From an optimization exercise on the open Yosys and OpenROAD flow, aimed at small area, a short achievable clock period and few clock cycles; shortcuts taken in it are not production practice.
No run shown here included a check of the RTL's function; only the layout flow was run.

## flow/design.v

```verilog
module sha256_counter_data_v2 (
    input wire        i_clk,
    input wire        i_rst,
    input wire        clr_data,
    input wire        cnt_data_en,
    output reg [4:0]  counter_data
);
    always @(posedge i_clk or negedge i_rst) begin
        if (!i_rst) begin
            counter_data <= 0;
        end else begin
            if (clr_data) counter_data <= 0;
            else if (cnt_data_en) counter_data <= counter_data + 5'd1;
            else counter_data <= counter_data;
        end
    end
endmodule
module sha256_counter_i_v2 (
    input wire        i_clk,
    input wire        i_rst,
    input wire        clr_i,
    input wire        cnt_i_en,
    output reg [7:0]  i
);
    always @(posedge i_clk or negedge i_rst) begin
        if (!i_rst) begin
            i <= 0;
        end else begin
            if (clr_i) i <= 0;
            else if (cnt_i_en) i <= i + 8'd1;
            else i <= i;
        end
    end
endmodule
module sha256_counter_j_v2 (
    input wire        i_clk,
    input wire        i_rst,
    input wire        clr_j,
    input wire        cnt_j_en,
    output reg [6:0]  j
);
    always @(posedge i_clk or negedge i_rst) begin
        if (!i_rst) begin
            j <= 0;
        end else begin
            if (clr_j) j <= 0;
            else if (cnt_j_en) j <= j + 7'd1;
            else j <= j;
        end
    end
endmodule
module sha256_functions_v2 (
    input  wire [5:0]  j,
    output wire [31:0] k_j
);
    assign k_j   = func_k(j);
    function [31:0] func_k;
        input [5:0] j;
        begin
            case (j)
                6'd0:  func_k = 32'h428a2f98;
                6'd1:  func_k = 32'h71374491;
                6'd2:  func_k = 32'hb5c0fbcf;
                6'd3:  func_k = 32'he9b5dba5;
                6'd4:  func_k = 32'h3956c25b;
                6'd5:  func_k = 32'h59f111f1;
                6'd6:  func_k = 32'h923f82a4;
                6'd7:  func_k = 32'hab1c5ed5;
                6'd8:  func_k = 32'hd807aa98;
                6'd9:  func_k = 32'h12835b01;
                6'd10:  func_k = 32'h243185be;
                6'd11:  func_k = 32'h550c7dc3;
                6'd12:  func_k = 32'h72be5d74;
                6'd13:  func_k = 32'h80deb1fe;
                6'd14:  func_k = 32'h9bdc06a7;
                6'd15:  func_k = 32'hc19bf174;
                6'd16:  func_k = 32'he49b69c1;
                6'd17:  func_k = 32'hefbe4786;
                6'd18:  func_k = 32'h0fc19dc6;
                6'd19:  func_k = 32'h240ca1cc;
                6'd20:  func_k = 32'h2de92c6f;
                6'd21:  func_k = 32'h4a7484aa;
                6'd22:  func_k = 32'h5cb0a9dc;
                6'd23:  func_k = 32'h76f988da;
                6'd24:  func_k = 32'h983e5152;
                6'd25:  func_k = 32'ha831c66d;
                6'd26:  func_k = 32'hb00327c8;
                6'd27:  func_k = 32'hbf597fc7;
                6'd28:  func_k = 32'hc6e00bf3;
                6'd29:  func_k = 32'hd5a79147;
                6'd30:  func_k = 32'h06ca6351;
                6'd31:  func_k = 32'h14292967;
                6'd32:  func_k = 32'h27b70a85;
                6'd33:  func_k = 32'h2e1b2138;
                6'd34:  func_k = 32'h4d2c6dfc;
                6'd35:  func_k = 32'h53380d13;
                6'd36:  func_k = 32'h650a7354;
                6'd37:  func_k = 32'h766a0abb;
                6'd38:  func_k = 32'h81c2c92e;
                6'd39:  func_k = 32'h92722c85;
                6'd40:  func_k = 32'ha2bfe8a1;
                6'd41:  func_k = 32'ha81a664b;
                6'd42:  func_k = 32'hc24b8b70;
                6'd43:  func_k = 32'hc76c51a3;
                6'd44:  func_k = 32'hd192e819;
                6'd45:  func_k = 32'hd6990624;
                6'd46:  func_k = 32'hf40e3585;
                6'd47:  func_k = 32'h106aa070;
                6'd48:  func_k = 32'h19a4c116;
                6'd49:  func_k = 32'h1e376c08;
                6'd50:  func_k = 32'h2748774c;
                6'd51:  func_k = 32'h34b0bcb5;
                6'd52:  func_k = 32'h391c0cb3;
                6'd53:  func_k = 32'h4ed8aa4a;
                6'd54:  func_k = 32'h5b9cca4f;
                6'd55:  func_k = 32'h682e6ff3;
                6'd56:  func_k = 32'h748f82ee;
                6'd57:  func_k = 32'h78a5636f;
                6'd58:  func_k = 32'h84c87814;
                6'd59:  func_k = 32'h8cc70208;
                6'd60:  func_k = 32'h90befffa;
                6'd61:  func_k = 32'ha4506ceb;
                6'd62:  func_k = 32'hbef9a3f7;
                default:func_k = 32'hc67178f2;
            endcase
        end
    endfunction
endmodule
module sha256_padding_v2_top (
    input  wire [3:0]  i_k,
    input  wire        i_lo,         
    input  wire        i_first,      
    input  wire        i_last,       
    input  wire        i_padblk,     
    input  wire [7:0]  i_N,
    input  wire [8:0]  i_bit_miss,
    input  wire [16:0] i_len,        
    output wire [31:0] o_keep,
    output wire [31:0] o_set
);
    wire [3:0] q  = i_bit_miss[8:5];
    wire [4:0] s  = i_bit_miss[4:0];
    wire [3:0] kb = ~q;                           
    wire act_p = i_lo & i_padblk;
    wire act_l = i_lo & i_last & ~i_padblk;
    wire cut0  = (i_N == 8'd1) & (q == 4'd15);    
    wire full = i_first ? ~cut0 : (~act_p & (~act_l | (i_k < kb)));
    wire bnd  = i_first ? cut0  : (act_l & (i_k == kb));
    wire p31  = ~i_first & ((act_l & (i_k == kb + 4'd1) & (q != 4'd0) & (s == 5'd0)) |
                            (act_p & (i_k == 4'd0) & (i_bit_miss == 9'd0)));
    wire lenw = ~i_first & (i_k == 4'd15) & (act_p | (act_l & (i_bit_miss > 9'd64)));
    wire [31:0] mask_b = {32{1'b1}} << s;
    wire [31:0] pad_b  = (mask_b >> 1) & ~mask_b;    
    assign o_keep = {32{full}} | ({32{bnd}} & mask_b);
    assign o_set  = ({32{bnd}} & pad_b) | {p31, 31'd0} | ({32{lenw}} & {15'd0, i_len});
endmodule
module sha256_scheduler_v2 (
    input  wire [31:0] w0,
    input  wire [31:0] w1,
    input  wire [31:0] w9,
    input  wire [31:0] w14,
    output wire [31:0] w_new
);
    wire [31:0] sg0 = {w1[6:0], w1[31:7]} ^ {w1[17:0], w1[31:18]} ^ (w1 >> 3);
    wire [31:0] sg1 = {w14[16:0], w14[31:17]} ^ {w14[18:0], w14[31:19]} ^ (w14 >> 10);
    wire [31:0] y1s = w0 ^ w9 ^ sg0;
    wire [31:0] y1c = {(w0[30:0] & w9[30:0]) | (w0[30:0] & sg0[30:0]) | (w9[30:0] & sg0[30:0]), 1'b0};
    wire [31:0] y2s = y1s ^ y1c ^ sg1;
    wire [31:0] y2c = {(y1s[30:0] & y1c[30:0]) | (y1s[30:0] & sg1[30:0]) | (y1c[30:0] & sg1[30:0]), 1'b0};
    assign w_new = y2s + y2c;
endmodule
module sha256_v2(
    input wire i_clk,
    input wire i_rst,
    input wire i_write,
    input wire [7:0] i_N,
    input wire [8:0] i_bit_miss,
    input wire i_read,
    input wire [31:0] i_data,
    output reg [31:0] o_data,
    output reg o_done
);
    localparam [255:0] IV = {32'h6a09e667, 32'hbb67ae85, 32'h3c6ef372, 32'ha54ff53a,
                             32'h510e527f, 32'h9b05688c, 32'h1f83d9ab, 32'h5be0cd19};
    reg        wr_r;         
    reg        rd_r;         
    reg [7:0]  n_r;          
    reg [8:0]  bm_r;         
    reg [6:0]  t;            
    reg        padblk;       
    reg [7:0]  blk;          
    reg        last_r;       
    reg        ro_en;        
    reg [2:0]  rc;           
    reg [31:0] keep_r;       
    reg [31:0] set_r;        
    wire first    = (blk == 8'd0) & ~padblk;
    wire last     = last_r & ~padblk;
    wire need_pad = (bm_r <= 9'd64);
    wire t_lo     = ~t[6] & ~t[5] & ~t[4];           
    wire rnd_en   = t_lo ? (wr_r | padblk) : ~t[6];   
    wire t64      = t[6];
    wire fin      = t64 & (padblk | (last & ~need_pad));
    wire ring_add = t64 | (t[5] & t[4] & t[3] & t[2] & (t[1] | t[0]));  
    wire iv_ld    = (t == 7'd0) & first & ~wr_r;
    wire [6:0] t_nx      = rnd_en ? t + 7'd1 : (t64 ? 7'd0 : t);
    wire       padblk_nx = t64 ? (~fin & (last | padblk)) : padblk;
    wire [7:0] blk_nx    = ~t64 ? blk : (fin ? 8'd0 : (last ? blk : blk + 8'd1));
    wire       last_nx   = (n_r == blk_nx + 8'd1);
    wire       lo_nx     = ~t_nx[6] & ~t_nx[5] & ~t_nx[4];
    wire [31:0] keep_nx, set_nx;
    sha256_padding_v2_top u_pad (
        .i_k(t_nx[3:0]),
        .i_lo(lo_nx),
        .i_first((t_nx == 7'd0) & (blk_nx == 8'd0) & ~padblk_nx),
        .i_last(last_nx),
        .i_padblk(padblk_nx),
        .i_N(i_N),
        .i_bit_miss(i_bit_miss),
        .i_len({n_r, 9'd0} - {8'd0, bm_r}),
        .o_keep(keep_nx),
        .o_set(set_nx)
    );
    always @(posedge i_clk or negedge i_rst) begin
        if (!i_rst) begin
            wr_r   <= 1'b0;
            t      <= 7'd0;
            padblk <= 1'b0;
            blk    <= 8'd0;
            ro_en  <= 1'b0;
            o_done <= 1'b0;
        end else begin
            wr_r   <= i_write;
            t      <= t_nx;
            padblk <= padblk_nx;
            blk    <= blk_nx;
            ro_en  <= fin | (ro_en & (t == 7'd0));
            o_done <= (t == 7'd63) & ~(last & need_pad);
        end
    end
    always @(posedge i_clk) begin
        rd_r   <= i_read;
        n_r    <= i_N;
        bm_r   <= i_bit_miss;
        last_r <= last_nx;
        keep_r <= keep_nx;
        set_r  <= set_nx;
        if (fin) rc <= 3'd0;
        else if (ro_en & rd_r & (rc != 3'd7)) rc <= rc + 3'd1;
    end
    reg [31:0] W [0:15];
    wire [31:0] wt;       
    wire [31:0] w_new;
    assign wt = (W[15] & keep_r) | set_r;
    sha256_scheduler_v2 u_sched (
        .w0(W[0]), .w1(W[1]), .w9(W[9]), .w14(W[14]),
        .w_new(w_new)
    );
    wire w15_sched = rnd_en & (t >= 7'd15) & (t <= 7'd62);
    integer i;
    always @(posedge i_clk) begin
        if (rnd_en) begin
            for (i = 0; i < 14; i = i + 1) W[i] <= W[i+1];
            W[14] <= wt;
        end
        W[15] <= w15_sched ? w_new : i_data;
    end
    reg [31:0] a, b, c, d, e, f, g, hk;
    reg [31:0] HA0, HA1, HA2, HA3, HE0, HE1, HE2, HE3;
    wire [31:0] kc_nx;
    sha256_functions_v2 u_k (.j(t64 ? 6'd0 : t[5:0] + 6'd1), .k_j(kc_nx));
    wire [31:0] s0  = {a[1:0], a[31:2]} ^ {a[12:0], a[31:13]} ^ {a[21:0], a[31:22]};
    wire [31:0] s1  = {e[5:0], e[31:6]} ^ {e[10:0], e[31:11]} ^ {e[24:0], e[31:25]};
    wire [31:0] ch  = (e & f) ^ (~e & g);
    wire [31:0] maj = (a & b) | (a & c) | (b & c);
    wire [31:0] p_s = hk ^ wt ^ ch;
    wire [31:0] p_c = {(hk[30:0] & wt[30:0]) | (hk[30:0] & ch[30:0]) | (wt[30:0] & ch[30:0]), 1'b0};
    wire [31:0] m_s = s1 ^ s0 ^ maj;
    wire [31:0] m_c = {(s1[30:0] & s0[30:0]) | (s1[30:0] & maj[30:0]) | (s0[30:0] & maj[30:0]), 1'b0};
    wire [31:0] ea_s = p_s ^ p_c ^ d;
    wire [31:0] ea_c = {(p_s[30:0] & p_c[30:0]) | (p_s[30:0] & d[30:0]) | (p_c[30:0] & d[30:0]), 1'b0};
    wire [31:0] eb_s = ea_s ^ ea_c ^ s1;
    wire [31:0] eb_c = {(ea_s[30:0] & ea_c[30:0]) | (ea_s[30:0] & s1[30:0]) | (ea_c[30:0] & s1[30:0]), 1'b0};
    wire [31:0] aa_s = p_s ^ p_c ^ m_s;
    wire [31:0] aa_c = {(p_s[30:0] & p_c[30:0]) | (p_s[30:0] & m_s[30:0]) | (p_c[30:0] & m_s[30:0]), 1'b0};
    wire [31:0] ab_s = aa_s ^ aa_c ^ m_c;
    wire [31:0] ab_c = {(aa_s[30:0] & aa_c[30:0]) | (aa_s[30:0] & m_c[30:0]) | (aa_c[30:0] & m_c[30:0]), 1'b0};
    wire [31:0] a_new = ab_s + ab_c;
    wire [31:0] e_new = eb_s + eb_c;
    reg [31:0] iva, ive;
    always @(*) begin
        case (t[1:0])
            2'd0: begin iva = IV[255:224]; ive = IV[127:96]; end
            2'd1: begin iva = IV[159:128]; ive = IV[31:0];   end
            2'd2: begin iva = IV[191:160]; ive = IV[63:32];  end
            default: begin iva = IV[223:192]; ive = IV[95:64]; end
        endcase
    end
    wire [31:0] add_a = (first ? iva : HA3) + a;
    wire [31:0] add_e = (first ? ive : HE3) + e;
    wire [31:0] hk_nx = (t64 ? HE2 : g) + kc_nx;
    wire s_rnd = rnd_en, s_ld = t64, s_iv = iv_ld;
    wire s_hold = ~(s_rnd | s_ld | s_iv);
    wire [31:0] m_rnd = {32{s_rnd}}, m_ld = {32{s_ld}}, m_iv = {32{s_iv}}, m_hold = {32{s_hold}};
    always @(posedge i_clk) begin
        a  <= (m_rnd & a_new) | (m_ld & add_a) | (m_iv & IV[255:224]) | (m_hold & a);
        b  <= (m_rnd & a)     | (m_ld & HA0)   | (m_iv & IV[223:192]) | (m_hold & b);
        c  <= (m_rnd & b)     | (m_ld & HA1)   | (m_iv & IV[191:160]) | (m_hold & c);
        d  <= (m_rnd & c)     | (m_ld & HA2)   | (m_iv & IV[159:128]) | (m_hold & d);
        e  <= (m_rnd & e_new) | (m_ld & add_e) | (m_iv & IV[127:96])  | (m_hold & e);
        f  <= (m_rnd & e)     | (m_ld & HE0)   | (m_iv & IV[95:64])   | (m_hold & f);
        g  <= (m_rnd & f)     | (m_ld & HE1)   | (m_iv & IV[63:32])   | (m_hold & g);
        hk <= ((m_rnd | m_ld) & hk_nx) | (m_iv & (IV[31:0] + 32'h428a2f98)) | (m_hold & hk);
    end
    always @(posedge i_clk) begin
        if (ring_add) begin
            HA0 <= add_a; HA1 <= HA0; HA2 <= HA1; HA3 <= HA2;
            HE0 <= add_e; HE1 <= HE0; HE2 <= HE1; HE3 <= HE2;
        end
    end
    always @(posedge i_clk) begin
        case (rc)
            3'd0: o_data <= HA0;
            3'd1: o_data <= HA1;
            3'd2: o_data <= HA2;
            3'd3: o_data <= HA3;
            3'd4: o_data <= HE0;
            3'd5: o_data <= HE1;
            3'd6: o_data <= HE2;
            default: o_data <= HE3;
        endcase
    end
endmodule
```

## flow/flow/run.sh

```bash
#!/bin/bash
# Layout flow: the standard synthesis, then the standard layout with
# the timing repair told to keep a setup margin, so that it closes the design
# at a shorter period than the 20 ns constraint. Each step's full output goes
# to a log file of its own here.
set -euo pipefail
MARGIN=15.0
bash standard.sh synth > synth.log 2>&1
bash standard.sh SETUP_SLACK_MARGIN=$MARGIN finish > layout.log 2>&1
```

## flow/standard.sh

```bash
#!/bin/bash
# synth_recipe.tcl (not shown) runs the flow's synth.tcl, then flattens the netlist and writes it again
# the make line also repeats each setting of config.mk as NAME=value (left out here)
make -C /OpenROAD-flow-scripts/flow DESIGN_CONFIG=/design/flow/config.mk WORK_HOME=/design/flow/orfs CLKGATE_MAP_FILE= SYNTH_SCRIPT=/design/flow/synth_recipe.tcl "${@:-finish}"
```

## flow/config.mk

```make
export PLATFORM = sky130hd
export DESIGN_NAME = sha256_v2
export DESIGN_NICKNAME = sha256_v2
export VERILOG_FILES = /design/flow/design.v
export SDC_FILE = /design/flow/constraint.sdc
export NUM_CORES = 8
export LEC_CHECK = 0
export CAP_MARGIN = 20
export CORE_MARGIN = 2
export CORE_UTILIZATION = 40
export CTS_CLUSTER_DIAMETER = 100
export CTS_CLUSTER_SIZE = 20
export SLEW_MARGIN = 20
```

## flow/constraint.sdc

```tcl
create_clock -name core_clock -period 20.0 [get_ports {i_clk}]
set_input_delay 4.0000 -clock core_clock [delete_from_list [all_inputs] [get_ports {i_clk}]]
set_output_delay 4.0000 -clock core_clock [all_outputs]
set_load 0.01 [all_outputs]
```

==> qor.yml, run 1 <==
status: "no timing/DRC/antenna violations"
tightestPinTransition_ns: 1.25
end_kind: "primary output"
path_max_fanout: 1
io_buffers: 85
dp_slack_ns: 13.09
syn_area_per_cell_um2: 11.1
reg2reg_slack_ns: 14.96
grtUsageTotal_pct: 25.8
vias: 45604
crit_buf_inv: 1
coreArea_um2: 152000
grt_pass1_wl_um: 299000
drc: 0
setup_violations: 0
place.gp.congestion: 0.972
drive_gt1_share_pct: 15.6
rsz0062_at_grt: "yes"
drt_iter0_drc: 5497
tns_ns: 0
critPathKind: "register to primary output"
dieArea_um2: 157000
finalHoldViolations: 0
rr_endpoint: "hk[30]"
fmax_mhz: 191
fin_nets: 6130
synth_cells: 5521
viasPerCell: 5.91
cts_tree: "built"
cts_max_level: 3
crit_chain: "buf_2"
dieWidth_um: 396
critPathSlowestCell: "dfrtp_1"
critPathArrivalTime_ns: 1.24
cap_viol_max_count: 0
post-place-cells: 7391
period_share_pct: 26.2
dp_hpwl_um: 148000
fin_ws_ns: 14.76
grt_pass1_vias: 43040
cts_sinks: 1161
min_period_ns: 5.24
slew_violations: 0
hold_path_startpoint: "W[13][17]"
clkLatencyLatePin_ns: 0.75
initial_utilization_pct: 40.3
ys_seq_area_share_pct: 50.0
firstDrtPassIters: 8
r2r_start: "t[1]"
wl_um: 209000
ioPinCount: 86
relSlewSlack_pct: 16.6
wl_per_cell_um: 27.1
syn_to_final_growth_pct: 15.8
yosys_warnings: 4
required_ns: 16.00
startpoint: "o_done"
clock_skew_ns: 0.0572
synth_area_um2: 61400
final_antenna_net_count: 0
synth_flop_cell: "edfxtp_1"
holdPathEnd: "W[12][17]"
synth_edf_count: 736
finish.utilization_pct: 46.7
rows: 143
die_h_um: 396
finalNonFillerCells: 7718
start_kind: "register"
max_stage_delay_ns: 0.39
synth_cell_types: 94
holdPathStages: 0
synth_seq_cells: 1161
r2r_cells: 24
clk_pin_slew_ns: 0.09
root_buffer: "clkbuf_16"
grt_max_degree: 198
antenna_found_initial: 2
synth_nets: 6021
cts_buffer_depth: 3
worstHoldPathType: "register to register"
critPathTopFamily: "flip-flops"
async_reset_ff_share_pct: 1.64
numCtsBuffers: 72
grt-ovfl-total: 0
routing by layer:
metal	up-vias	wire [um]	global-route usage, %
met2	2078	94100	39.8
met3	422	16400	4.19
met1	22858	85900	35.0
met4	2	12500	13.7
met5	-	13	0
li1	20244	-	-
how the worst max path moves through the flow:
stage                     depth (start not counted)  slack, ns        end
after detailed placement                         19      13.09      e[26]
after global placement                           19      13.21      e[26]
after global routing                              1      14.70     o_done
after floorplan                                   8      14.61  set_r[10]
final                                             1      14.76     o_done
after CTS                                         1      14.70     o_done
cells in the final DEF, fill, tap and decap left out, drive strengths merged, types with 19 or more instances in the layout:
master,count
edfxtp,736
nand2,413
inv,406
dfxtp,406
xnor2,367
nor2,287
o21ai,287
buf,286
a21oi,276
ha,234
fa,213
a21o,167
nand3,161
xor2,136
a222oi,133
clkbuf,118
a22oi,109
nor3,86
mux2i,60
o211ai,56
nand2b,47
o21a,47
a31oi,44
a211oi,39
mux2,37
clkdlybuf4s50,37
a221oi,34
nor2b,34
and3,31
a221o,23
o31ai,23
o22ai,22
o21bai,22
nand4,21
and2,21
nor4,20
dfrtp,19
final cells by class:
| class | count | area [um^2] |
|---|---|---|
| fillers | 13834 | 81200 |
| flip-flops and latches | 1161 | 30900 |
| multi-input cells | 3649 | 30500 |
| repair buffers | 343 | 3370 |
| well taps | 2030 | 2540 |
| clock buffers | 114 | 1960 |
| inverters | 403 | 1570 |
| clock inverters | 16 | 322 |
| diodes | 2 | 5.00 |
through the flow:
step | cell area (um^2) | hold WS (ns)
after floorplan | 61600 | 0.400
after global placement | 64400 | 0.400
after detailed placement | 64400 | 0.405
after CTS | 68900 | 0.393
after global routing | 71100 | 0.409
final | 71100 | 0.397
state kept, by name, indices dropped and copies added, names as in the netlist, 9 cells and up:
name / flops
e: 32
HE2: 32
HA0: 32
d: 32
a: 32
f: 32
HA2: 32
HE1: 32
g: 32
HA1: 32
o_data: 32
W: 512
c: 32
b: 32
set_r: 32
HE0: 32
hk: 32
bm_r: 9
HA3: 32
HE3: 32
keep_r: 32
synthesized netlist by cell type (all sizes together) (19+ instances only):
master | n | area share (%)
a211oi | 39 | 0.48
a21o | 167 | 2.0
a21oi | 276 | 2.2
a221o | 23 | 0.37
a221oi | 34 | 0.49
a222oi | 133 | 2.2
a22oi | 109 | 1.3
a31oi | 44 | 0.45
and2 | 19 | 0.19
and3 | 31 | 0.32
buf | 43 | 0.34
clkbuf | 269 | 1.6
dfrtp | 19 | 0.77
dfxtp | 406 | 13
edfxtp | 736 | 36
fa | 213 | 6.9
ha | 234 | 4.8
inv | 402 | 2.5
mux2 | 37 | 0.68
mux2i | 60 | 0.98
nand2 | 413 | 2.5
nand2b | 47 | 0.48
nand3 | 161 | 1.3
nand4 | 21 | 0.21
nor2 | 287 | 1.8
nor2b | 34 | 0.35
nor3 | 86 | 0.73
nor4 | 20 | 0.26
o211ai | 56 | 0.70
o21a | 47 | 0.57
o21ai | 287 | 2.3
o21bai | 20 | 0.25
o22ai | 22 | 0.22
o31ai | 23 | 0.28
xnor2 | 367 | 5.3
xor2 | 136 | 1.9
what timing repair did:
item	CTS	global route
hold buffers	0	0
setup buffers	84	95
resized for setup	520	302
gates cloned	11	5
pin swaps	67	140
endpoints found under the setup margin	378	237
cell families after synthesis:
| kind of cell | after synthesis | share of synthesized area (%) |
|---|---|---|
| adders and majority gates | 451 | 11.8 |
| muxes | 97 | 1.66 |
| xor gates and xnor gates | 503 | 7.21 |
| AOI/OAI and AO/OA | 1400 | 15.8 |
| DFF | 1161 | 50.0 |
| buffers and inverters | 715 | 4.45 |
| and+or+nand+nor | 1194 | 9.10 |
==> run 2: changes to the inputs <==
--- a/flow/flow/run.sh
+++ b/flow/flow/run.sh
@@ -4,6 +4,6 @@
 # at a shorter period than the 20 ns constraint. Each step's full output goes
 # to a log file of its own here.
 set -euo pipefail
-MARGIN=15.0
+MARGIN=15.2
 bash standard.sh synth > synth.log 2>&1
 bash standard.sh SETUP_SLACK_MARGIN=$MARGIN finish > layout.log 2>&1
==> qor.yml, run 2 <==
yosys.cell_count.top_type: "edfxtp_1"
cts_sinks: 1161  # unchanged
ioPinCount: 86  # unchanged
syn_to_final_growth_pct: 17.0
vias: 45756  # +0.33%
wl_um: 211000  # +1.0%
finalHoldWorstSlack_ns: 0.396  # -0.000709 ns
crit_buf_inv: 1  # unchanged
coreArea_um2: 152000  # unchanged
drt_iter0_drc: 5688  # +3.5%
syn_area_per_cell_um2: 11.1  # unchanged
dieWidth_um: 396  # unchanged
cts_buffer_depth: 3  # unchanged
synth_area_leaders: "edfxtp_1 36%, dfxtp_1 13%, fa_1 6.9%, xnor2_1 5.2%, ha_1 4.8%"
drc: 0  # unchanged
finalHoldViolations: 0  # unchanged
path_max_fanout: 1  # unchanged
min_period_ns: 5.23  # -0.0144 ns
worstHoldPathType: "register to register"
initial_utilization_pct: 40.3  # unchanged
fmax_mhz: 191  # +0.28%
period_share_pct: 26.1  # -0.072 points
cts_max_level: 3  # unchanged
status: "no timing/DRC/antenna violations"
grt_max_degree: 152  # -23%
layout_common_cells: "736 x edfxtp_1, 391 x nand2_1, 378 x inv_1"
synth_cells: 5521  # unchanged
yosysTopAreaCell: "edfxtp_1"
crit_chain: "buf_2"
clk_pin_slew_ns: 0.09  # about the same
relSlewSlack_pct: 9.92  # -6.6 points
use_met1_pct: 35.0  # about the same
critPathKind: "register to primary output"
synth_cell_types: 94  # unchanged
grt_pass1_wl_um: 302000  # +1.1%
viasPerCell: 5.91  # about the same
synth_area_um2: 61400  # unchanged
dieArea_um2: 157000  # unchanged
io_buffers: 85  # unchanged
tns_ns: 0  # unchanged
grt-ovfl-total: 0  # unchanged
clkLatencyLatePin_ns: 0.73  # -0.02 ns
grt_busiest_layer: "met2"
synth_seq_cells: 1161  # unchanged
use_met3_pct: 3.47  # -0.72 points
synth.top_cell.area_share_pct: 36.0  # unchanged
die_h_um: 396  # unchanged
synth_commonest_cells: "736 x edfxtp_1, 412 x nand2_1, 406 x dfxtp_1"
largest_register_ff_count: 512  # unchanged
required_ns: 16.00  # about the same
async_reset_ff_share_pct: 1.64  # unchanged
synth_flop_cell: "edfxtp_1"
ys_seq_area_share_pct: 50.0  # unchanged
tightestPinTransition_ns: 1.35  # +0.0995 ns
max_stage_delay_ns: 0.37  # -0.02 ns
numCtsBuffers: 70  # -2.8%
cts_tree: "built"
root_buffer: "clkbuf_16"
grtUsageTotal_pct: 26.1  # +0.29 points
dp_hpwl_um: 149000  # +0.65%
grt_pass1_vias: 43689  # +1.5%
fin_nets: 6165  # +0.57%
firstDrtPassIters: 10  # +2
yosys_warnings: 4  # unchanged
critPathArrivalTime_ns: 1.23  # about the same
rsz0062_at_grt: "yes"
critPathSlowestCell: "dfrtp_1"
slew_violations: 0  # unchanged
synth_edf_count: 736  # unchanged
synth_nets: 6021  # unchanged
final_common_cell: "edfxtp_1"
end_kind: "primary output"
rows: 143  # unchanged
wl_per_cell_um: 27.3  # +0.69%
regMostFlops: "W"
use_met2_pct: 41.4  # +1.6 points
place.gp.congestion: 0.971  # about the same
antenna_found_initial: 2  # unchanged
critPathTopFamily: "flip-flops"
cap_viol_max_count: 0  # unchanged
clock_skew_ns: 0.0542  # -0.00294 ns
start_kind: "register"
drive_gt1_share_pct: 17.8  # +2.2 points
postCtsHoldBufs: 0  # unchanged
final_antenna_net_count: 0  # unchanged
setup_violations: 0  # unchanged
run 2: cells by family (layout without fill, tap and decap cells):
kind of cell               Yosys count  count (layout)  share of synthesized area (%)
AOI/OAI and AO/OA                 1400            1402                           15.8
xor gates and xnor gates           503             503                           7.21
adders and majority gates          451             451                           11.8
buffers and inverters              715             900                           4.45
DFF                               1161            1161                           50.0
muxes                               97              97                           1.66
other                                0               2                              0
and+or+nand+nor                   1194            1197                           9.10
run 2: final timing paths:
kind | startpoint | end | slack [ns] | cells after the start
min reg2reg | W[5][8] | W[4][8] | 0.40 | 0
max | o_done | o_done | 14.77 | 1
max in group asynchronous | i_rst | t[4] | 16.39 | 1
min in group asynchronous | i_rst | blk[2] | 3.23 | 1
max reg2reg | t[1] | hk[28] | 14.83 | 25
min | W[5][8] | W[4][8] | 0.40 | 0
run 2: per-layer routing:
layer | part of all wire, % | vias to the layer above
met1 | 40 | 22906
met4 | 6.4 | 2
met5 | 0.0062 | -
li1 | - | 20260
met3 | 7.6 | 481
met2 | 46 | 2107
run 2: cell type report:
| type | count | area [um^2] |
|---|---|---|
| Antenna cell | 2 | 5.00 |
| Clock buffer | 106 | 1890 |
| Clock inverter | 12 | 248 |
| Fill cell | 13857 | 80400 |
| Inverter | 403 | 1580 |
| Multi-Input combinational cell | 3650 | 30900 |
| Sequential cell | 1161 | 30900 |
| Tap cell | 2030 | 2540 |
| Timing Repair Buffer | 379 | 3780 |
run 2: what timing repair did:
action / 4_1_cts / 5_1_grt
buffers inserted: 138 / 74
hold endpoints to repair: 0 / 0
pin swaps: 136 / 136
cloned: 15 / 1
setup endpoints to repair: 527 / 319
gates resized for setup: 715 / 278
run 2: stage by stage:
stage	util (%)	instance area (um^2)	instances	setup WS, ns
after CTS	46.0	70000	7666	14.70
after detailed placement	42.3	64400	7395	12.89
final	47.2	71900	7743	14.77
after global routing	47.2	71800	7741	14.65
after global placement	42.3	64400	7395	13.07
after floorplan	-	61700	5521	14.61
==> run 3: changes to the inputs <==
--- a/flow/flow/run.sh
+++ b/flow/flow/run.sh
@@ -4,6 +4,6 @@
 # at a shorter period than the 20 ns constraint. Each step's full output goes
 # to a log file of its own here.
 set -euo pipefail
-MARGIN=15.2
+MARGIN=14.9
 bash standard.sh synth > synth.log 2>&1
 bash standard.sh SETUP_SLACK_MARGIN=$MARGIN finish > layout.log 2>&1
--- a/flow/config.mk
+++ b/flow/config.mk
@@ -7,7 +7,7 @@
 export LEC_CHECK = 0
 export CAP_MARGIN = 20
 export CORE_MARGIN = 2
-export CORE_UTILIZATION = 40
+export CORE_UTILIZATION = 55
 export CTS_CLUSTER_DIAMETER = 100
 export CTS_CLUSTER_SIZE = 20
 export SLEW_MARGIN = 20
==> qor.yml, run 3 <==
status: "no timing/DRC/antenna violations"
layout_common_cells: "736 x edfxtp_1, 395 x nand2_1, 389 x inv_1"
slew_violations: 0  # unchanged
finalHoldViolations: 0  # unchanged
clkLatencyLatePin_ns: 0.70  # -0.03 ns
max_stage_delay_ns: 0.38  # about the same
rr_endpoint: "e[30]"
syn_to_final_growth_pct: 13.6
synth_area_um2: 61400  # unchanged
yosys.cell_count.top_type: "edfxtp_1"
cts_tree: "built"
synth_area_leaders: "edfxtp_1 36%, dfxtp_1 13%, fa_1 6.9%, xnor2_1 5.2%, ha_1 4.8%"
drc: 0  # unchanged
rsz0062_at_grt: "yes"
path_max_fanout: 1  # unchanged
io_buffers: 85  # unchanged
yosys_warnings: 4  # unchanged
synth_seq_cells: 1161  # unchanged
tightestPinTransition_ns: 1.17  # -0.186 ns
ys_seq_area_share_pct: 50.0  # unchanged
dieArea_um2: 114000  # -27%
die_h_um: 338  # -15%
grt_max_degree: 178  # +17%
wl_um: 209000  # -0.78%
synth_commonest_cells: "736 x edfxtp_1, 412 x nand2_1, 406 x dfxtp_1"
synth_cells: 5521  # unchanged
worstHoldPathType: "register to register"
dieWidth_um: 338  # -15%
numCtsBuffers: 69  # -1.4%
grt-ovfl-total: 0  # unchanged
root_buffer: "clkbuf_16"
r2r_cells: 23  # -8.0%
largest_register_ff_count: 512  # unchanged
crit_chain: "buf_2"
grt_pass1_wl_um: 298000  # -1.5%
hold_path_startpoint: "W[13][16]"
cts_max_level: 3  # unchanged
yosysTopAreaCell: "edfxtp_1"
fmax_mhz: 192  # +0.61%
multiInputGateArea_um2: 30200  # -2.3%
cts_sinks: 1161  # unchanged
required_ns: 16.00  # about the same
viasPerCell: 6.38  # +7.9%
ioPinCount: 86  # unchanged
drt_iter0_drc: 6129  # +7.8%
drive_gt1_share_pct: 14.7  # -3.2 points
rows: 122  # -15%
finish.utilization_pct: 63.0  # +16 points
grt_pass1_vias: 42664  # -2.3%
fin_ws_ns: 14.80  # +0.0317 ns
post-place-cells: 6861  # -7.2%
r2r_start: "blk[0]"
firstDrtPassIters: 7  # -3
vias: 45629  # -0.28%
final_antenna_net_count: 0  # unchanged
synth_flop_cell: "edfxtp_1"
synth.top_cell.area_share_pct: 36.0  # unchanged
dp_hpwl_um: 150000  # +0.38%
relSlewSlack_pct: 22.3  # +12 points
min_period_ns: 5.20  # -0.0317 ns
period_share_pct: 26.0  # -0.16 points
critPathSlowestCell: "dfrtp_1"
critPathKind: "register to primary output"
final_common_cell: "edfxtp_1"
wl_per_cell_um: 29.3  # +7.4%
finalNonFillerCells: 7156  # -7.6%
critPathArrivalTime_ns: 1.20  # -0.03 ns
cap_viol_max_count: 0  # unchanged
syn_area_per_cell_um2: 11.1  # unchanged
regMostFlops: "W"
antenna_found_initial: 7  # +5
place.gp.congestion: 0.988  # +1.7%
end_kind: "primary output"
synth_edf_count: 736  # unchanged
holdPathStages: 0  # unchanged
clock_skew_ns: 0.0633  # +0.00908 ns
coreArea_um2: 111000  # -27%
reg2reg_slack_ns: 14.89  # +0.06 ns
nFillCells: 8853  # -36%
async_reset_ff_share_pct: 1.64  # unchanged
dp_slack_ns: 12.86  # -0.0344 ns
clk_pin_slew_ns: 0.09  # about the same
start_kind: "register"
initial_utilization_pct: 55.5  # +15 points
synth_cell_types: 94  # unchanged
ff_latch_area_um2: 30800  # -0.15%
holdPathEnd: "W[12][16]"
cts_buffer_depth: 3  # unchanged
grtUsageTotal_pct: 35.6  # +9.4 points
fin_nets: 6112  # -0.86%
synth_nets: 6021  # unchanged
tns_ns: 0  # unchanged
setup_violations: 0  # unchanged
critPathTopFamily: "flip-flops"
crit_buf_inv: 1  # unchanged
[run 3: timing repair]
action | in CTS | in global routing
setup endpoints to repair | 535 | 223
pin swaps | 53 | 124
endpoints found under the hold margin | 0 | 0
cloned | 10 | 4
buffers inserted | 83 | 71
gates resized for setup | 480 | 276
hold buffers | 0 | 0
[run 3: how the worst max path moves through the flow]
stage | from | end | slack [ns] | cells after the start
detailed placement | t[0] | hk[30] | 12.86 | 21
floorplan | i_bit_miss[2] | set_r[10] | 14.61 | 8
global placement | t[0] | hk[30] | 12.96 | 21
finish | o_done | o_done | 14.80 | 1
CTS | o_done | o_done | 14.77 | 1
global route | t[1] | hk[30] | 14.75 | 27
[run 3: layout make-up]
class                           count  share of cell area [%]
Antenna cell                        1                 0.00359
Multi-Input combinational cell   3648                    43.3
Timing Repair Buffer              329                    4.55
Clock buffer                      117                    2.76
Sequential cell                  1161                    44.2
Clock inverter                      9                   0.203
Inverter                          403                    2.26
Tap cell                         1488                    2.67
[run 3: metrics by stage]
step                instance area (um^2)  hold WS [ns]
floorplan                          61600         0.400
global placement                   63800         0.401
detailed placement                 63800         0.405
CTS                                67800         0.404
global route                       69800         0.421
finish                             69800         0.413
[run 3: kinds of logic after synthesis]
family | after synthesis | synth area share [%]
muxes | 97 | 1.66
xor gates and xnor gates | 503 | 7.21
and+or+nand+nor | 1194 | 9.10
DFF | 1161 | 50.0
adders and majority gates | 451 | 11.8
AOI/OAI and AO/OA | 1400 | 15.8
buffers and inverters | 715 | 4.45
[run 3: metal layers]
layer / vias to the layer above / GRT usage (%) / share of wire, %
met5: - / 0 / 0.019
met4: 6 / 17.7 / 6.1
met3: 443 / 5.20 / 9.0
met2: 2324 / 55.4 / 45
met1: 22674 / 48.9 / 39
li1: 20182 / - / -
==> run 4: changes to the inputs <==
--- a/flow/config.mk
+++ b/flow/config.mk
@@ -7,7 +7,7 @@
 export LEC_CHECK = 0
 export CAP_MARGIN = 20
 export CORE_MARGIN = 2
-export CORE_UTILIZATION = 55
+export CORE_UTILIZATION = 68
 export CTS_CLUSTER_DIAMETER = 100
 export CTS_CLUSTER_SIZE = 20
 export SLEW_MARGIN = 20
==> qor.yml, run 4 <==
ys_seq_area_share_pct: 50.0  # unchanged
end_kind: "register"
slew_violations: 0  # unchanged
dp_hpwl_um: 142000  # -4.9%
cts_tree: "built"
tns_ns: 0  # unchanged
async_reset_ff_share_pct: 1.64  # unchanged
synth_edf_count: 736  # unchanged
regMostFlops: "W"
io_buffers: 85  # unchanged
viasPerCell: 6.95  # +9.0%
tightestPinTransition_ns: 1.24  # +0.0742 ns
synth_nets: 6021  # unchanged
required_ns: 20.57  # +4.57 ns
crit_chain: "buf_12 > ha_4 > xnor2_4 > buf_6 > nor2_4 > buf_12 > clkinvlp_4 > buf_6 > nor2_4 > o21ai_2 > a311oi_2 > a31oi_1 > ha_2 > fa_2 > a211o_1 > a2111oi_4 > o21ai_2 > nand3_1 > a311o_1 > o211ai_1 > a211oi_2 > o21a_1 > mux2i_1 > o211ai_1"
synth_seq_cells: 1161  # unchanged
wl_um: 203000  # -2.9%
synth_cell_types: 94  # unchanged
place.gp.congestion: 1.04  # +5.0%
critPathSlowestCell: "dfrtp_1"
final_common_cell: "edfxtp_1"
yosys_warnings: 4  # unchanged
status: "no timing/DRC/antenna violations"
synth_commonest_cells: "736 x edfxtp_1, 412 x nand2_1, 406 x dfxtp_1"
synth.top_cell.area_share_pct: 36.0  # unchanged
grt-ovfl-total: 0  # unchanged
relSlewSlack_pct: 17.4  # -4.9 points
synth_area_um2: 61400  # unchanged
fmax_mhz: 193  # +0.17%
synth_cells: 5521  # unchanged
clkLatencyLatePin_ns: 0.69  # about the same
max_stage_delay_ns: 0.43  # +0.05 ns
min_period_ns: 5.19  # -0.00900 ns
initial_utilization_pct: 68.4  # +13 points
final_antenna_net_count: 0  # unchanged
firstDrtPassIters: 13  # +6
cts_sinks: 1161  # unchanged
post-place-cells: 6536  # -4.7%
drive_gt1_share_pct: 13.4  # -1.3 points
grt_pass1_wl_um: 289000  # -2.9%
clk_pin_slew_ns: 0.09  # about the same
syn_to_final_growth_pct: 11.5
critPathArrivalTime_ns: 5.76  # +4.56 ns
ff_latch_area_um2: 30900  # about the same
layout_common_cells: "736 x edfxtp_1, 401 x nand2_1, 391 x inv_1"
postCtsHoldBufs: 0  # unchanged
finalHoldViolations: 0  # unchanged
drc: 0  # unchanged
synth_flop_cell: "edfxtp_1"
critPathKind: "register to register"
yosysTopAreaCell: "edfxtp_1"
numCtsBuffers: 69  # unchanged
largest_register_ff_count: 512  # unchanged
grt_pass1_vias: 44247  # +3.7%
dieWidth_um: 304  # -9.9%
worstHoldPathType: "register to register"
cts_max_level: 3  # unchanged
finish.utilization_pct: 76.3  # +13 points
synth_area_leaders: "edfxtp_1 36%, dfxtp_1 13%, fa_1 6.9%, xnor2_1 5.2%, ha_1 4.8%"
setup_violations: 0  # unchanged
cap_viol_max_count: 0  # unchanged
cts_buffer_depth: 3  # unchanged
finalNonFillerCells: 6807  # -4.9%
syn_area_per_cell_um2: 11.1  # unchanged
rows: 110  # -9.8%
period_share_pct: 25.9  # -0.045 points
nFillCells: 5834  # -34%
fin_nets: 6071  # -0.67%
vias: 47303  # +3.7%
rsz0062_at_grt: "yes"
antenna_found_initial: 9  # +2
dieArea_um2: 92700  # -19%
grt_max_degree: 206  # +16%
coreArea_um2: 89700  # -19%
multiInputGateArea_um2: 29900  # -1.2%
path_max_fanout: 6  # +5
drt_iter0_drc: 7830  # +28%
grtUsageTotal_pct: 42.4  # +6.8 points
wl_per_cell_um: 29.9  # +2.1%
ioPinCount: 86  # unchanged
clock_skew_ns: 0.0277  # -0.0356 ns
die_h_um: 304  # -9.9%
yosys.cell_count.top_type: "edfxtp_1"
start_kind: "register"
root_buffer: "clkbuf_16"
[run 4: cell counts after synthesis]
No cell type changed its count.
[run 4: through the flow]
step                      worst slack, ns  hold slack [ns]  cell area, um^2
final                               14.81            0.414            68500
after global routing                14.57            0.412            68500
after CTS                           14.78            0.413            66800
after global placement              13.47            0.400            63300
after detailed placement            13.34            0.405            63300
after floorplan                     14.61            0.400            61600
[run 4: cells by family (layout without fill, tap and decap cells)]
family          after synthesis  in the layout  synth area share [%]
compound gates             1400           1402                  15.8
xor+xnor                    503            504                  7.21
fa+ha+maj                   451            451                  11.8
buf+inv                     715            813                  4.45
flops                      1161           1161                  50.0
mux                          97             97                  1.66
other cells                   0              7                     0
simple gates               1194           1196                  9.10
[run 4: path summary, 6_finish.rpt]
| check | startpoint | endpoint | slack [ns] | depth (start not counted) |
|---|---|---|---|---|
| worst max-delay path | t[0] | hk[30] | 14.81 | 24 |
| worst max register to register | t[0] | hk[30] | 14.81 | 24 |
| max in group asynchronous | i_rst | t[6] | 15.45 | 1 |
| min in group asynchronous | i_rst | o_done | 3.85 | 1 |
| worst min register to register | W[11][29] | W[10][29] | 0.41 | 0 |
| worst min-delay path | W[11][29] | W[10][29] | 0.41 | 0 |
[run 4: routing by layer]
| layer | routed length [um] | vias up | track usage, % |
|---|---|---|---|
| met5 | 53 | - | 0 |
| met4 | 17500 | 8 | 28.1 |
| met3 | 25700 | 821 | 8.88 |
| met2 | 88700 | 3555 | 63.9 |
| met1 | 71300 | 22837 | 56.0 |
| li1 | - | 20082 | - |
[run 4: area by class of cell]
| cell class | count | area share, % |
|---|---|---|
| sequential | 1161 | 45.1 |
| multi-input combinational | 3650 | 43.6 |
| timing repair buffer | 286 | 3.84 |
| clock buffer | 114 | 2.80 |
| inverter | 403 | 2.29 |
| tap | 1176 | 2.15 |
| clock inverter | 10 | 0.217 |
| antenna | 7 | 0.0256 |
[run 4: critical path: cells and delay by family (launching register included)]
kind / cells / cell delay, ns
AO/OA/AOI/OAI: 11 / 2.26
buffers and inverters: 5 / 0.84
adder cells (fa/ha/maj): 3 / 0.82
flip-flops: 1 / 0.43
AND/OR/NAND/NOR: 3 / 0.40
multiplexers: 1 / 0.18
XOR/XNOR: 1 / 0.15
[run 4: timing repair]
item	in CTS	in global routing
endpoints found under the setup margin	351	305
setup buffers	50	80
cloned	7	3
pin swaps	40	101
gates resized for setup	437	237
==> run 5: changes to the inputs <==
--- a/flow/design.v
+++ b/flow/design.v
@@ -228,18 +228,17 @@
             padblk <= 1'b0;
             blk    <= 8'd0;
             ro_en  <= 1'b0;
-            o_done <= 1'b0;
         end else begin
             wr_r   <= i_write;
             t      <= t_nx;
             padblk <= padblk_nx;
             blk    <= blk_nx;
             ro_en  <= fin | (ro_en & (t == 7'd0));
-            o_done <= (t == 7'd63) & ~(last & need_pad);
         end
     end
     always @(posedge i_clk) begin
         rd_r   <= i_read;
+        o_done <= (t == 7'd63) & ~(last & need_pad);
         n_r    <= i_N;
         bm_r   <= i_bit_miss;
         last_r <= last_nx;
--- a/flow/config.mk
+++ b/flow/config.mk
@@ -7,7 +7,7 @@
 export LEC_CHECK = 0
 export CAP_MARGIN = 20
 export CORE_MARGIN = 2
-export CORE_UTILIZATION = 68
+export CORE_UTILIZATION = 55
 export CTS_CLUSTER_DIAMETER = 100
 export CTS_CLUSTER_SIZE = 20
 export SLEW_MARGIN = 20
==> qor.yml, run 5 <==
status: "no timing/DRC/antenna violations"
fin_ws_ns: 14.86  # +0.0496 ns
critPathArrivalTime_ns: 1.14  # -4.62 ns
viasPerCell: 6.38  # -8.3%
cts_sinks: 1161  # unchanged
dp_hpwl_um: 149000  # +4.3%
rr_endpoint: "hk[30]"
grtUsageTotal_pct: 35.3  # -7.1 points
grt_pass1_vias: 42447  # -4.1%
dieWidth_um: 338  # +11%
drc: 0  # unchanged
rsz0062_at_grt: "yes"
numCtsBuffers: 69  # unchanged
clock_skew_ns: 0.0377  # +0.0100 ns
synth_seq_cells: 1161  # unchanged
reg2reg_slack_ns: 14.88  # +0.07 ns
hold_path_startpoint: "W[6][8]"
fmax_mhz: 195  # +0.97%
die_h_um: 338  # +11%
largest_register_ff_count: 512  # unchanged
syn_area_per_cell_um2: 11.1  # about the same
synth_flop_cell: "edfxtp_1"
finalHoldViolations: 0  # unchanged
worstHoldPathType: "register to register"
place.gp.congestion: 0.990  # -4.6%
grt_pass1_wl_um: 295000  # +2.3%
start_kind: "register"
use_met2_pct: 56.0  # -7.9 points
period_share_pct: 25.7  # -0.25 points
synth_area_leaders: "edfxtp_1 36%, dfxtp_1 13%, fa_1 6.9%, xnor2_1 5.2%, ha_1 4.8%"
fin_nets: 6077  # +0.099%
use_met3_pct: 4.80  # -4.1 points
synth_commonest_cells: "736 x edfxtp_1, 412 x nand2_1, 407 x dfxtp_1"
antenna_found_initial: 4  # -5
coreArea_um2: 111000  # +23%
yosys_warnings: 4  # unchanged
end_kind: "primary output"
cts_tree: "built"
wl_per_cell_um: 29.3  # -1.7%
clk_pin_slew_ns: 0.10  # about the same
critPathKind: "register to primary output"
holdPathEnd: "W[5][8]"
required_ns: 16.00  # -4.57 ns
synth_area_um2: 61400  # about the same
vias: 45392  # -4.0%
ys_seq_area_share_pct: 50.0  # about the same
yosys.cell_count.top_type: "edfxtp_1"
final_common_cell: "edfxtp_1"
initial_utilization_pct: 55.5  # -13 points
r2r_cells: 22  # -8.3%
crit_chain: "buf_6"
cts_buffer_depth: 3  # unchanged
rows: 122  # +11%
crit_buf_inv: 1  # -4
syn_to_final_growth_pct: 12.7
grt_max_degree: 181  # -12%
critPathTopFamily: "flip-flops"
path_max_fanout: 1  # -5
root_buffer: "clkbuf_16"
cts_max_level: 3  # unchanged
dieArea_um2: 114000  # +23%
grt-ovfl-total: 0  # unchanged
use_met1_pct: 47.5  # -8.5 points
yosysTopAreaCell: "edfxtp_1"
critPathSlowestCell: "dfxtp_2"
synth_edf_count: 736  # unchanged
grt_busiest_layer: "met2"
synth_nets: 6021  # unchanged
synth_cells: 5521  # unchanged
setup_violations: 0  # unchanged
relSlewSlack_pct: 21.4  # +4.0 points
tightestPinTransition_ns: 1.18  # -0.0601 ns
layout_common_cells: "736 x edfxtp_1, 402 x nand2_1, 390 x inv_1"
final_antenna_net_count: 0  # unchanged
max_stage_delay_ns: 0.33  # -0.10 ns
drt_iter0_drc: 5994  # -23%
finalHoldWorstSlack_ns: 0.411  # -0.00334 ns
min_period_ns: 5.14  # -0.0496 ns
wl_um: 209000  # +2.8%
slew_violations: 0  # unchanged
clkLatencyLatePin_ns: 0.70  # about the same
drive_gt1_share_pct: 13.4  # about the same
ioPinCount: 86  # unchanged
holdPathStages: 0  # unchanged
firstDrtPassIters: 8  # -5
synth_cell_types: 94  # unchanged
postCtsHoldBufs: 0  # unchanged
regMostFlops: "W"
tns_ns: 0  # unchanged
r2r_start: "t[0]"
io_buffers: 85  # unchanged
dp_slack_ns: 12.80  # -0.546 ns
async_reset_ff_share_pct: 1.55  # -0.086 points
synth.top_cell.area_share_pct: 36.0  # about the same
cap_viol_max_count: 0  # unchanged
run 5: changes by cell type after synthesis, sizes merged:
| cell | delta |
|---|---|
| dfrtp | -1 |
| dfxtp | +1 |
run 5: how the worst max path moves through the flow:
stage | slack, ns | cells past startpoint | end | from
6_report | 14.86 | 1 | o_data[31] | o_data[31]
5_1_grt | 14.70 | 22 | hk[30] | t[0]
4_1_cts | 14.82 | 1 | o_done | o_done
3_5_place_dp | 12.80 | 19 | e[26] | blk[0]
3_3_place_gp | 12.90 | 19 | e[26] | blk[0]
2_1_floorplan | 14.61 | 8 | set_r[10] | i_bit_miss[2]
run 5: logic make-up (layout without fill, tap and decap cells):
kind of cell / count (synthesis) / in the layout / synth area share [%]
and+or+nand+nor: 1194 / 1196 / 9.10
adders and majority gates: 451 / 451 / 11.8
AOI/OAI and AO/OA: 1400 / 1402 / 15.8
muxes: 97 / 97 / 1.66
buffers and inverters: 715 / 820 / 4.45
other: 0 / 2 / 0
xor gates and xnor gates: 503 / 503 / 7.21
DFF: 1161 / 1161 / 50.0
run 5: through the flow:
step | utilization (%) | area (um^2) | cells
3_3_place_gp | 57.5 | 63700 | 6850
3_5_place_dp | 57.5 | 63700 | 6851
4_1_cts | 61.1 | 67700 | 7056
6_report | 62.5 | 69200 | 7120
5_1_grt | 62.5 | 69200 | 7118
2_1_floorplan | - | 61600 | 5521
run 5: area by class of cell:
| cell class | instances | area, um^2 |
|---|---|---|
| tap | 1488 | 1860 |
| antenna | 2 | 5.00 |
| timing repair buffer | 293 | 2880 |
| inverter | 403 | 1570 |
| clock buffer | 114 | 1920 |
| sequential | 1161 | 30800 |
| clock inverter | 10 | 183 |
| multi-input combinational | 3649 | 29900 |
| fill | 8965 | 41500 |
run 5: timing repair:
item                                    4_1_cts  5_1_grt
endpoints found under the setup margin      312      125
cloned                                       11        4
resized for setup                           453      212
pin swaps                                    50       99
buffers inserted                             70       58
run 5: layer usage:
| metal | share of wire (%) | up-vias |
|---|---|---|
| met3 | 8.6 | 451 |
| met5 | 0.013 | - |
| li1 | - | 20092 |
| met2 | 46 | 2416 |
| met1 | 39 | 22429 |
| met4 | 6.2 | 4 |
==> run 6: changes to the inputs <==
--- a/flow/design.v
+++ b/flow/design.v
@@ -33,21 +33,29 @@
     end
 endmodule
 module sha256_counter_j_v2 (
-    input wire        i_clk,
-    input wire        i_rst,
-    input wire        clr_j,
-    input wire        cnt_j_en,
-    output reg [6:0]  j
+    input  wire [31:0] a,
+    input  wire [31:0] b,
+    output wire [31:0] s
 );
-    always @(posedge i_clk or negedge i_rst) begin
-        if (!i_rst) begin
-            j <= 0;
-        end else begin
-            if (clr_j) j <= 0;
-            else if (cnt_j_en) j <= j + 7'd1;
-            else j <= j;
-        end
+    wire [31:0] p0 = a ^ b;
+    wire [31:0] g0 = a & b;
+    reg  [31:0] G, P;
+    integer d, i;
+    always @(*) begin
+        G = g0;
+        P = p0;
+        for (d = 0; d < 5; d = d + 1)
+            for (i = 31; i >= 0; i = i - 1)
+                if (((i + 1) % (2 << d)) == 0) begin
+                    G[i] = G[i] | (P[i] & G[i - (1 << d)]);
+                    P[i] = P[i] & P[i - (1 << d)];
+                end
+        for (d = 3; d >= 0; d = d - 1)
+            for (i = 0; i < 32; i = i + 1)
+                if ((((i + 1) % (2 << d)) == (1 << d)) && (i >= (2 << d)))
+                    G[i] = G[i] | (P[i] & G[i - (1 << d)]);
     end
+    assign s = p0 ^ {G[30:0], 1'b0};
 endmodule
 module sha256_functions_v2 (
     input  wire [5:0]  j,
@@ -167,7 +175,7 @@
     wire [31:0] y1c = {(w0[30:0] & w9[30:0]) | (w0[30:0] & sg0[30:0]) | (w9[30:0] & sg0[30:0]), 1'b0};
     wire [31:0] y2s = y1s ^ y1c ^ sg1;
     wire [31:0] y2c = {(y1s[30:0] & y1c[30:0]) | (y1s[30:0] & sg1[30:0]) | (y1c[30:0] & sg1[30:0]), 1'b0};
-    assign w_new = y2s + y2c;
+    sha256_counter_j_v2 u_add (.a(y2s), .b(y2c), .s(w_new));
 endmodule
 module sha256_v2(
     input wire i_clk,
@@ -295,9 +303,10 @@
             default: begin iva = IV[223:192]; ive = IV[95:64]; end
         endcase
     end
-    wire [31:0] add_a = (first ? iva : HA3) + a;
-    wire [31:0] add_e = (first ? ive : HE3) + e;
-    wire [31:0] hk_nx = (t64 ? HE2 : g) + kc_nx;
+    wire [31:0] add_a, add_e, hk_nx;
+    sha256_counter_j_v2 u_add_a (.a(first ? iva : HA3), .b(a), .s(add_a));
+    sha256_counter_j_v2 u_add_e (.a(first ? ive : HE3), .b(e), .s(add_e));
+    sha256_counter_j_v2 u_add_k (.a(t64 ? HE2 : g), .b(kc_nx), .s(hk_nx));
     wire s_rnd = rnd_en, s_ld = t64, s_iv = iv_ld;
     wire s_hold = ~(s_rnd | s_ld | s_iv);
     wire [31:0] m_rnd = {32{s_rnd}}, m_ld = {32{s_ld}}, m_iv = {32{s_iv}}, m_hold = {32{s_hold}};
--- a/flow/flow/run.sh
+++ b/flow/flow/run.sh
@@ -4,6 +4,6 @@
 # at a shorter period than the 20 ns constraint. Each step's full output goes
 # to a log file of its own here.
 set -euo pipefail
-MARGIN=14.9
+MARGIN=15.0
 bash standard.sh synth > synth.log 2>&1
 bash standard.sh SETUP_SLACK_MARGIN=$MARGIN finish > layout.log 2>&1
--- a/flow/config.mk
+++ b/flow/config.mk
@@ -7,7 +7,7 @@
 export LEC_CHECK = 0
 export CAP_MARGIN = 20
 export CORE_MARGIN = 2
-export CORE_UTILIZATION = 55
+export CORE_UTILIZATION = 40
 export CTS_CLUSTER_DIAMETER = 100
 export CTS_CLUSTER_SIZE = 20
 export SLEW_MARGIN = 20
==> qor.yml, run 6 <==
initial_utilization_pct: 40.3  # -15 points
grt_pass1_vias: 43600  # +2.7%
drc: 0  # unchanged
synth_nets: 5932  # -1.5%
cts_max_level: 3  # unchanged
slew_violations: 0  # unchanged
yosys_warnings: 5  # +1
setup_violations: 0  # unchanged
end_kind: "register"
dp_hpwl_um: 143000  # -3.7%
required_ns: 20.54  # +4.54 ns
firstDrtPassIters: 6  # -2
synth.top_cell.area_share_pct: 36.0  # about the same
async_reset_ff_share_pct: 1.55  # unchanged
cts_tree: "built"
drive_gt1_share_pct: 17.9  # +4.5 points
rsz0062_at_grt: "yes"
cap_viol_max_count: 0  # unchanged
critPathArrivalTime_ns: 6.14  # +5.00 ns
root_buffer: "clkbuf_16"
viasPerCell: 5.91  # -7.4%
syn_to_final_growth_pct: 17.3
die_h_um: 396  # +17%
synth_commonest_cells: "736 x edfxtp_1, 509 x inv_1, 415 x nand2_1"
start_kind: "register"
syn_area_per_cell_um2: 11.5  # +3.1%
wl_per_cell_um: 27.8  # -5.2%
finalNonFillerCells: 7585  # +6.5%
io_buffers: 85  # unchanged
yosys.cell_count.top_type: "edfxtp_1"
synth_cells: 5351  # -3.1%
ioPinCount: 86  # unchanged
largest_register_ff_count: 512  # unchanged
wl_met3_um: 16400  # -8.3%
synth_cell_types: 96  # +2.1%
period_share_pct: 28.0  # +2.3 points
wl_um: 211000  # +0.95%
postCtsHoldBufs: 0  # unchanged
yosysTopAreaCell: "edfxtp_1"
drt_iter0_drc: 5185  # -13%
layout_common_cells: "736 x edfxtp_1, 491 x inv_1, 389 x nand2_1"
clkLatencyLatePin_ns: 0.71  # about the same
tns_ns: 0  # unchanged
grt_max_degree: 198  # +9.4%
final_antenna_net_count: 0  # unchanged
cts_buffer_depth: 3  # unchanged
synth_seq_cells: 1161  # unchanged
critPathKind: "register to register"
clock_skew_ns: 0.0561  # +0.0184 ns
worstHoldPathType: "register to register"
regMostFlops: "W"
nFillCells: 13821  # +54%
clk_pin_slew_ns: 0.08  # -0.02 ns
vias: 44798  # -1.3%
synth_area_leaders: "edfxtp_1 36%, dfxtp_1 13%, fa_1 10%, ha_1 4.5%, xnor2_1 3.5%"
path_max_fanout: 14  # +13
grt_pass1_wl_um: 303000  # +2.5%
tightestPinTransition_ns: 1.30  # +0.116 ns
rows: 143  # +17%
place.gp.congestion: 0.984  # -0.56%
finalHoldViolations: 0  # unchanged
numCtsBuffers: 69  # unchanged
fmax_mhz: 179  # -8.2%
coreArea_um2: 152000  # +37%
final_common_cell: "edfxtp_1"
min_period_ns: 5.59  # +0.456 ns
grt-ovfl-total: 0  # unchanged
relSlewSlack_pct: 13.6  # -7.7 points
dieWidth_um: 396  # +17%
post-place-cells: 7206  # +5.2%
wl_met2_um: 95500  # -0.63%
synth_edf_count: 736  # unchanged
synth_flop_cell: "edfxtp_1"
grtUsageTotal_pct: 26.3  # -9.0 points
fin_nets: 6084  # +0.12%
ys_seq_area_share_pct: 50.0  # about the same
drt-met1-wl_um: 83900  # +2.4%
synth_area_um2: 61300  # about the same
dieArea_um2: 157000  # +37%
highest_layer: "met5"
cts_sinks: 1161  # unchanged
antenna_found_initial: 8  # +4
status: "no timing/DRC/antenna violations"
==> run 6: cell types whose count changed in the layout (fill, tap and decap cells not counted), moves of 100 or more <==
cell | previous run | this run
a21oi_1 | 262 | 159
a222oi_1 | 133 | 33
and3_1 | 29 | 174
inv_1 | 390 | 491
nand3_1 | 155 | 47
xnor2_1 | 321 | 195
==> run 6: per-layer routing <==
metal  up-vias  global-route usage, %
met4         4                   15.5
met3       557                   3.98
li1      19461                      -
met5         -                      0
met2      2167                   40.9
met1     22609                   35.0
==> run 6: per-stage QoR <==
| stage | worst slack (ns) | hold WS (ns) | area, um^2 | util, % |
|---|---|---|---|---|
| floorplan | 10.07 | 0.400 | 61500 | - |
| global placement | 12.27 | 0.400 | 64300 | 42.3 |
| detailed placement | 12.25 | 0.405 | 64300 | 42.3 |
| CTS | 14.41 | 0.399 | 70100 | 46.1 |
| global route | 14.25 | 0.405 | 71900 | 47.3 |
| finish | 14.41 | 0.400 | 71900 | 47.3 |
==> run 6: cell families (layout without fill, tap and decap cells) <==
group                    count (synthesis)  count (layout)  share of synthesized area (%)
adder cells (fa/ha/maj)                529             529                           14.6
flip-flops                            1161            1161                           50.0
AND/OR/NAND/NOR                       1058            1061                           8.28
buffers and inverters                  849            1045                           5.26
other                                    0               2                              0
XOR/XNOR                               403             403                           5.75
AO/OA/AOI/OAI                         1264            1267                           14.6
multiplexers                            87              87                           1.55
==> run 6: timing repair <==
action,CTS,global route
pin swaps,153,152
gates resized for setup,704,284
buffers inserted,164,65
setup endpoints to repair,218,168
cloned,23,4
==> run 6: area by class of cell <==
class	instances	area (um^2)	area share [%]
clock buffers	111	1940	2.69
repair buffers	412	4450	6.18
well taps	2030	2540	3.53
diodes	2	5.00	0.00696
multi-input cells	3347	30000	41.7
inverters	512	1990	2.77
flip-flops and latches	1161	30900	42.9
clock inverters	10	155	0.216
==> run 6: worst paths after layout <==
| check | from | end | slack, ns | cells past startpoint |
|---|---|---|---|---|
| min | W[5][24] | W[4][24] | 0.40 | 0 |
| min reg2reg | W[5][24] | W[4][24] | 0.40 | 0 |
| max | t[0] | hk[31] | 14.41 | 25 |
| max in group asynchronous | i_rst | t[6] | 15.48 | 1 |
| min in group asynchronous | i_rst | padblk | 3.81 | 1 |
| max reg2reg | t[0] | hk[31] | 14.41 | 25 |
==> run 6: critical path: stages (launching register included) <==
cell	delay, ns
dfrtp_4	0.57
buf_6	0.16
nor2_4	0.22
clkinvlp_4	0.24
buf_6	0.17
ha_4	0.18
buf_6	0.17
o22ai_1	0.19
mux4_2	0.30
ha_4	0.13
inv_2	0.03
fa_2	0.37
nor2b_1	0.12
o21a_1	0.17
o21ai_2	0.09
a21oi_2	0.23
a311oi_4	0.15
o31ai_4	0.32
nand4_1	0.19
a31oi_2	0.23
a41oi_2	0.15
a211o_1	0.30
fa_2	0.36
xnor2_2	0.17
xnor2_1	0.14
o21ai_1	0.07

port drivers added, routing unchanged:
The flow's constraints put no driver on any port. The routed layouts listed below were extracted and timed again, unchanged, in two steps.
Step 1, drivers: a clkbuf_16 drives i_clk and a buf_2 each remaining input, both assumed.
Step 2 times the ports against the registers' clock, not the clock port: input delays grow and output delays shrink by t, the midpoint of the rising clock arrivals with the driver on.
Slacks: ideal / step 1 / step 2; pairs: ideal / step 1.
run | t (ns) | slack for setup (ns) | clock arrival spread, ns | worst data-port slew with drivers (ns) | pins driven straight from the clock port
run 1 | 0.797 | 14.759 / 14.678 / 14.287 | 0.058 / 0.058 | 0.06 | 1
run 2 | 0.780 | 14.773 / 14.695 / 14.358 | 0.056 / 0.056 | 0.14 | 1
run 3 | 0.742 | 14.805 / 14.734 / 14.227 | 0.063 / 0.063 | 0.05 | 1
run 4 | 0.752 | 14.814 / 14.741 / 14.230 | 0.028 / 0.028 | 0.05 | 1
run 5 | 0.751 | 14.863 / 14.790 / 14.249 | 0.038 / 0.038 | 0.05 | 1
run 6 | 0.774 | 14.408 / 14.408 / 13.993 | 0.062 / 0.063 | 0.06 | 1
After both steps setup and hold are still met in every run listed. For run 5, which loses most, drivers alone change the setup slack by -0.073 ns; drivers and shift together by -0.614 ns.
